Background: an optimization exercise with open tools, aiming at small area, a short achievable clock period and few clock cycles per item. Do not read the settings as production practice. RTL that was checked went through simulation tests only; none was proved equivalent to the original.

Setup of the previous run:
==> flow/design.v (excerpt) <==
module gcd( input [31:0] a_in,
            input [31:0] b_in,
            input start,
            input reset_n,
            input clk,
            output [31:0] result,
            output done);
For scale: about 860 cells after synthesis, roughly 74 flip-flops.
export LEC_CHECK = 0
export CAP_MARGIN = 20
export CORE_MARGIN = 2
export CORE_UTILIZATION = 40
export PLACE_DENSITY = 0.6
export SETUP_SLACK_MARGIN = 0.6
export SLEW_MARGIN = 20
create_clock -name core_clock -period 4.0 [get_ports {clk}]
standard.sh (not shown) runs the stock make flow with config.mk's settings and CLKGATE_MAP_FILE= SYNTH_SCRIPT=/design/flow/synth_recipe.tcl, a recipe that flattens the netlist after the stock synthesis.
==> flow/flow/run.sh <==
#!/bin/bash
# Standard ORFS layout, with the port buffers made of the smallest buffer
# cell and a clock tree without dummy loads.
set -euo pipefail
export BUFFER_PORTS_ARGS="-buffer_cell sky130_fd_sc_hd__buf_1"
export CTS_ARGS="-sink_clustering_enable -repair_clock_nets -dont_use_dummy_load -sink_clustering_size 80 -sink_clustering_max_diameter 400 -buf_list sky130_fd_sc_hd__clkbuf_16"
bash standard.sh > standard_flow.log 2>&1
The previous run finished end to end and its layout was clean on timing, DRC and antenna.
For the current run, these inputs were changed with respect to the previous run:
diff --git a/flow/design.v b/flow/design.v
--- a/flow/design.v
+++ b/flow/design.v
@@ -1,18 +1,19 @@
 module gcd( input [31:0] a_in,
             input [31:0] b_in,
             input start,
             input reset_n,
             input clk,
             output [31:0] result,
             output done);
-  localparam int M = 3;           
+  localparam int M = 4;           
   logic [32:0] a, b;              
   logic        fb;                
   logic [4:0]  k;                 
+  logic        h;                 
   logic        busy;
   logic        bz;                
   wire k_zero = (k == 5'd0);
   wire a_zero = (a == 33'd0);
   wire a_odd = a[0] ^ a[32];
   wire b_odd = b[0] ^ fb;
   wire [32:0] ag0 = b & a;
@@ -132,21 +133,21 @@
   wire cy_p8_28 = ap[28] & cy_p6_27;
   wire cy_g8_30 = ag[30] | (ap[30] & cy_g7_29);
   wire cy_p8_30 = ap[30] & cy_p7_29;
   wire [31:0] cy_G = {cy_g4_31, cy_g8_30, cy_g7_29, cy_g8_28, cy_g6_27, cy_g8_26, cy_g7_25, cy_g8_24, cy_g5_23, cy_g8_22, cy_g7_21, cy_g8_20, cy_g6_19, cy_g8_18, cy_g7_17, cy_g8_16, cy_g3_15, cy_g8_14, cy_g7_13, cy_g8_12, cy_g6_11, cy_g8_10, cy_g7_9, cy_g8_8, cy_g2_7, cy_g8_6, cy_g7_5, cy_g8_4, cy_g1_3, cy_g8_2, cy_g0_1, ag[0]};
   wire [32:0] e = ap ^ {cy_G, 1'b1};        
   wire e_zero = &(a ^ b);                   
   wire swap = e[32] ^ b[32];                
-  wire strip  = !a_odd && !b_odd;           
+  wire strip  = h || (!a_odd && !b_odd);    
   wire a_even = !a_odd && b_odd;
   wire odd    = a_odd && b_odd;
   logic [32:0] x;
   logic        fx;
   always_comb begin
-    if (a_even)          begin x = a; fx = a[32]; end
+    if (strip || a_even) begin x = a; fx = a[32]; end
     else if (odd)        begin x = e; fx = 1'b0;  end
     else                 begin x = b; fx = fb;    end
   end
   wire [3:0] xl = x[3:0] ^ {4{fx}};
   logic [32:0] xs;
   always_comb begin
     xs = {x[32], x[32:1]};
@@ -169,24 +170,26 @@
     b  <= load ? {1'b1, ~b_in} : {xs[32:1], xs[0] & !conv};
     fb <= load | fx | conv;
   end
   always_ff @(posedge clk) begin
     if (load) begin
       a  <= {1'b0, a_in};
       k  <= '0;
+      h  <= 1'b0;
       bz <= (b_in == 32'd0);
     end else if (busy && bz) begin
       if (!k_zero) begin
         a <= {a[31:0], a[32]};
         k <= k - 5'd1;
       end
     end else if (busy) begin
-      bz <= odd ? e_zero : (a_even && a_zero);
+      bz <= odd ? e_zero : a_zero;
       if (strip) begin
-        a <= {a[32], a[32:1]};
-        k <= k + 5'd1;
+        a <= b;
+        h <= !h;
+        if (h) k <= k + 5'd1;
       end else if (a_even || (odd && swap)) begin
         a <= b;
       end
     end
   end
 endmodule
Results
- The current run vs the previous run — actual transition at the worst max-transition pin dropped 0.16 ns.
- Summary of the current run over the previous run: area after synthesis climbed 3.1%, signed area change from the synthesized netlist to the final layout climbed 0.43 points, number of resized instances in the post-cts repair step climbed 9.
- From the previous run to the current run the numbers moved as follows: sum of routed wire length over all layers increased 1500 um; global placer's final weighted congestion has increased; hold-fix buffer count after cts essentially unchanged; number of global-route vias before repair roughly the same; starting density of the core has decreased.
- Global-route total usage across every layer | the current run above the previous run
- Re tap cell count: the current run is 4 up on the previous run.
- The current run: done, clean on timing, DRC and antenna
No run of this note included a check of the RTL's function; only the layout flow was run.

---

gcd, a different RTL version from the one above (not shown whole).
Size in the first run: about 900 cells after synthesis, roughly 75 flip-flops, roughly 100 I/O pins, ~7000 um2 of cells after synthesis.
## gcd
module gcd( input [31:0] a_in,
            input [31:0] b_in,
            input start,
            input reset_n,
            input clk,
            output [31:0] result,
            output done);
Settings: LEC_CHECK=0, CAP_MARGIN=20, CORE_MARGIN=2, CORE_UTILIZATION=40, PLACE_DENSITY=0.6, SETUP_SLACK_MARGIN=0.6, SLEW_MARGIN=20; clock period 4.0 ns.
==> flow/flow/run.sh <==
#!/bin/bash
# Standard ORFS layout, with the port buffers made of the smallest buffer cell.
set -euo pipefail
export BUFFER_PORTS_ARGS="-buffer_cell sky130_fd_sc_hd__buf_1"
bash standard.sh > standard_flow.log 2>&1
==> next run, changes <==
--- a/flow/design.v
+++ b/flow/design.v
@@ -199,39 +199,42 @@
     xs = {x[32], x[32:1]};
     if (strip) xs = {x[32], x[32:1]};
     else if (M >= 4 && xl[3:0] == 4'd0) xs = {{4{x[32]}}, x[32:4]};
     else if (M >= 3 && xl[2:0] == 3'd0) xs = {{3{x[32]}}, x[32:3]};
     else if (M >= 2 && xl[1:0] == 2'd0) xs = {{2{x[32]}}, x[32:2]};
   end
   wire conv = !fx && x[32] && xs[0];
-  wire fin = bz;
+  wire fin = bz || (odd && e_zero);
   assign done   = busy && fin && k_zero;
   assign result = a[31:0] ^ {32{a[32]}};
   always_ff @(posedge clk, negedge reset_n) begin
     if (!reset_n)                  busy <= 1'b0;
     else if (!busy)                busy <= start;
     else if (fin && k_zero)        busy <= 1'b0;
   end
-  wire load = !busy && start;
   always_ff @(posedge clk) begin
-    b  <= load ? {1'b1, ~b_in} : {xs[32:1], xs[0] & !conv};
-    fb <= load | fx | conv;
-  end
-  always_ff @(posedge clk) begin
-    if (load) begin
-      a  <= {1'b0, a_in};
-      k  <= '0;
-      h  <= 1'b0;
-      bz <= (b_in == 32'd0);
-    end else if (busy && bz) begin
+    if (!busy) begin
+      b  <= {xs[32:1], xs[0] & !conv};
+      fb <= fx | conv;
+      if (start) begin
+        a    <= {1'b0, a_in};
+        b    <= {1'b1, ~b_in};
+        fb   <= 1'b1;
+        k    <= '0;
+        h    <= 1'b0;
+        bz   <= (b_in == 32'd0);
+      end
+    end else if (bz) begin
       if (!k_zero) begin
         a <= {a[31:0], a[32]};
         k <= k - 5'd1;
       end
-    end else if (busy) begin
+    end else begin
+      b  <= {xs[32:1], xs[0] & !conv};
+      fb <= fx | conv;
       bz <= odd ? e_zero : a_zero;
       if (strip) begin
         a <= b;
         h <= !h;
         if (h) k <= k + 5'd1;
       end else if (a_even || (odd && swap)) begin
         a <= b;
Result:
- The new run ran to the end with no violations
- cell count goes down by about 0.64%
- routed wire length came out higher by about 6%
- core utilization went up by 1.3 points
- cell area rose by 7.3%
- register-to-register slack loses 0.12 ns
- worst hold slack loses 0.013 ns
- worst setup slack gets worse by 0.12 ns
- non-clock buffer count goes up by 27
- die area climbs by 4.8%
- clock skew went up by 0.0044 ns
- synthesized cell count goes down by about 4.6%
- first-iteration DRC count is higher by about 16%
Testbench counts after the change, summed over its fixed seeds: cycles 51,004, items 2,400.
Only the layout flow was run in the first run of this note; the RTL was not checked for function there.

---

Setup of north:
The RTL this note starts from:
==> flow/design.v <==
module gcd( input [31:0] a_in,
            input [31:0] b_in,
            input start,
            input reset_n,
            input clk,
            output [31:0] result,
            output done);
  localparam int M = 2;           
  logic [31:0] a, b;
  logic [4:0]  k;                 
  logic        h;                 
  logic        busy;
  logic        bz;                
  wire k_zero = (k == 5'd0);
  wire a_zero = (a == 32'd0);
  wire [32:0] d_ba = {1'b0, b} - {1'b0, a};
  wire [31:0] d_ab = a - b;
  wire        b_ge_a = ~d_ba[32];
  wire strip  = h || (!a[0] && !b[0]);      
  wire a_even = !a[0] && b[0];
  wire odd    = a[0] && b[0];
  logic [31:0] x;
  always_comb begin
    if (bz)                   x = b;
    else if (strip || a_even) x = a;
    else if (odd)             x = b_ge_a ? d_ba[31:0] : d_ab;
    else                      x = b;
  end
  wire x_zero = (x == 32'd0);
  logic [31:0] xs;
  always_comb begin
    xs = x >> 1;
    if (!bz && strip) xs = x >> 1;
    else if (M >= 4 && x[3:0] == 4'd0) xs = x >> 4;
    else if (M >= 3 && x[2:0] == 3'd0) xs = x >> 3;
    else if (M >= 2 && x[1:0] == 2'd0) xs = x >> 2;
  end
  assign done   = busy && bz && k_zero;
  assign result = a;
  always_ff @(posedge clk, negedge reset_n) begin
    if (!reset_n) begin
      a    <= '0;
      b    <= '0;
      k    <= '0;
      h    <= 1'b0;
      busy <= 1'b0;
      bz   <= 1'b0;
    end else if (!busy) begin
      if (start) begin
        a    <= a_in;
        b    <= b_in;
        k    <= '0;
        h    <= 1'b0;
        busy <= 1'b1;
        bz   <= (b_in == 32'd0);
      end else begin
        b    <= xs;
      end
    end else if (bz) begin
      if (!k_zero) begin
        a <= a << 1;
        k <= k - 5'd1;
      end else busy <= 1'b0;
    end else begin
      b  <= xs;
      bz <= x_zero;
      if (strip) begin
        a <= b;
        h <= !h;
        if (h) k <= k + 5'd1;
      end else if (a_even || (odd && !b_ge_a)) begin
        a <= b;
      end
    end
  end
endmodule
==> flow/config.mk <==
export PLATFORM = sky130hd
export DESIGN_NAME = gcd
export DESIGN_NICKNAME = gcd
export VERILOG_FILES = /design/flow/design.v
export SDC_FILE = /design/flow/constraint.sdc
export NUM_CORES = 4
export LEC_CHECK = 0
export CAP_MARGIN = 20
export CORE_MARGIN = 2
export CORE_UTILIZATION = 40
export PLACE_DENSITY = 0.6
export SLEW_MARGIN = 20
==> flow/constraint.sdc <==
create_clock -name core_clock -period 4.0 [get_ports {clk}]
set_input_delay 0.8000 -clock core_clock [delete_from_list [all_inputs] [get_ports {clk}]]
set_output_delay 0.8000 -clock core_clock [all_outputs]
set_load 0.01 [all_outputs]
run.sh (not shown) runs the stock make flow with config.mk's settings and CLKGATE_MAP_FILE= SYNTH_SCRIPT=/design/flow/synth_recipe.tcl, a recipe that flattens the netlist after the stock synthesis.
Stock flow here: none of the scripts above is used.
north: no failed stages, no open violations at the end
--- input diff north..south ---
==> flow/design.v <==
module gcd( input [31:0] a_in,
            input [31:0] b_in,
            input start,
            input reset_n,
            input clk,
            output [31:0] result,
            output done);
  localparam int M = 2;           
  logic signed [32:0] a, b;
  logic [4:0]  k;                 
  logic        h;                 
  logic        busy;
  logic        bz;                
  wire k_zero = (k == 5'd0);
  wire sub = (a[32] == b[32]);
  wire signed [32:0] e = b + (a ^ {33{sub}}) + {32'd0, sub};
  wire e_zero = (e == 33'd0);
  wire a_zero = (a == 33'd0);
  wire swap = e[32] ^ b[32] ^ e_zero;
  wire strip  = h || (!a[0] && !b[0]);      
  wire a_even = !a[0] && b[0];
  wire odd    = a[0] && b[0];
  logic signed [32:0] x;
  always_comb begin
    if (bz)                 x = b;
    else if (strip || a_even) x = a;
    else if (odd)           x = e;
    else                    x = b;
  end
  logic signed [32:0] xs;
  always_comb begin
    xs = x >>> 1;
    if (!bz && strip) xs = x >>> 1;
    else if (M >= 4 && x[3:0] == 4'd0) xs = x >>> 4;
    else if (M >= 3 && x[2:0] == 3'd0) xs = x >>> 3;
    else if (M >= 2 && x[1:0] == 2'd0) xs = x >>> 2;
  end
  assign done   = busy && bz && k_zero;
  assign result = a[31:0];
  always_ff @(posedge clk, negedge reset_n) begin
    if (!reset_n) begin
      a    <= '0;
      b    <= '0;
      k    <= '0;
      h    <= 1'b0;
      busy <= 1'b0;
      bz   <= 1'b0;
    end else if (!busy) begin
      if (start) begin
        a    <= {1'b0, a_in};
        b    <= {1'b0, b_in};
        k    <= '0;
        h    <= 1'b0;
        busy <= 1'b1;
        bz   <= (b_in == 32'd0);
      end else begin
        b    <= xs;
      end
    end else if (bz) begin
      if (!k_zero) begin
        a <= a <<< 1;
        k <= k - 5'd1;
      end else busy <= 1'b0;
    end else begin
      b  <= xs;
      bz <= odd ? e_zero : ((strip || a_even) && a_zero);
      if (strip) begin
        a <= b;
        h <= !h;
        if (h) k <= k + 5'd1;
      end else if (a_even || (odd && swap)) begin
        a <= b;
      end
    end
  end
endmodule
[summary]
Sequential share of layout area ended up 0.45 points higher on south than on north. Measured against each other, south and north differ in share of post-route cells with drive strength above 1, the higher figure coming from south. Run comparison: south worst setup path startpoint a[32]; north worst setup path startpoint b[29]. In south the implementation completed, yet the final layout does not meet the checks, the culprit being setup timing. Taking north as the reference, in south tightest hold margin rose 0.017 ns; final cell count decreased by 164 relative to the old numbers; routed wire length on met3 fell 13%.
No functional check of the RTL was part of any run of this note.

## re-timing with driven ports
The flow's constraints put no driver on any port. The routed layouts listed below were extracted and timed again, unchanged, in two steps. Step 1 assumes that a clkbuf_16 drives the clock port and a buf_2 every other input. Step 2, shift: input delay + t, output delay - t, t = (earliest + latest rising clock arrival at the registers) / 2. This alone moves slack from input paths to output paths. Three values: ideal, step 1, step 2; two values: the first two.
| run | t, ns | slack for setup (ns) | clock arrival spread, ns |
|---|---|---|---|
| the previous run | 0.388 | 0.514 / 0.514 / 0.514 | 0.015 / 0.015 |
| the current run | 0.389 | 0.467 / 0.467 / 0.467 | 0.012 / 0.012 |
| the first run of note 2 | 0.391 | 0.691 / 0.691 / 0.691 | 0.008 / 0.008 |
| the second run of note 2 | 0.401 | 0.569 / 0.569 / 0.569 | 0.013 / 0.013 |
| north | 0.403 | 0.168 / 0.168 / 0.168 | 0.018 / 0.018 |
| south | 0.404 | -0.491 / -0.491 / -0.491 | 0.011 / 0.011 |
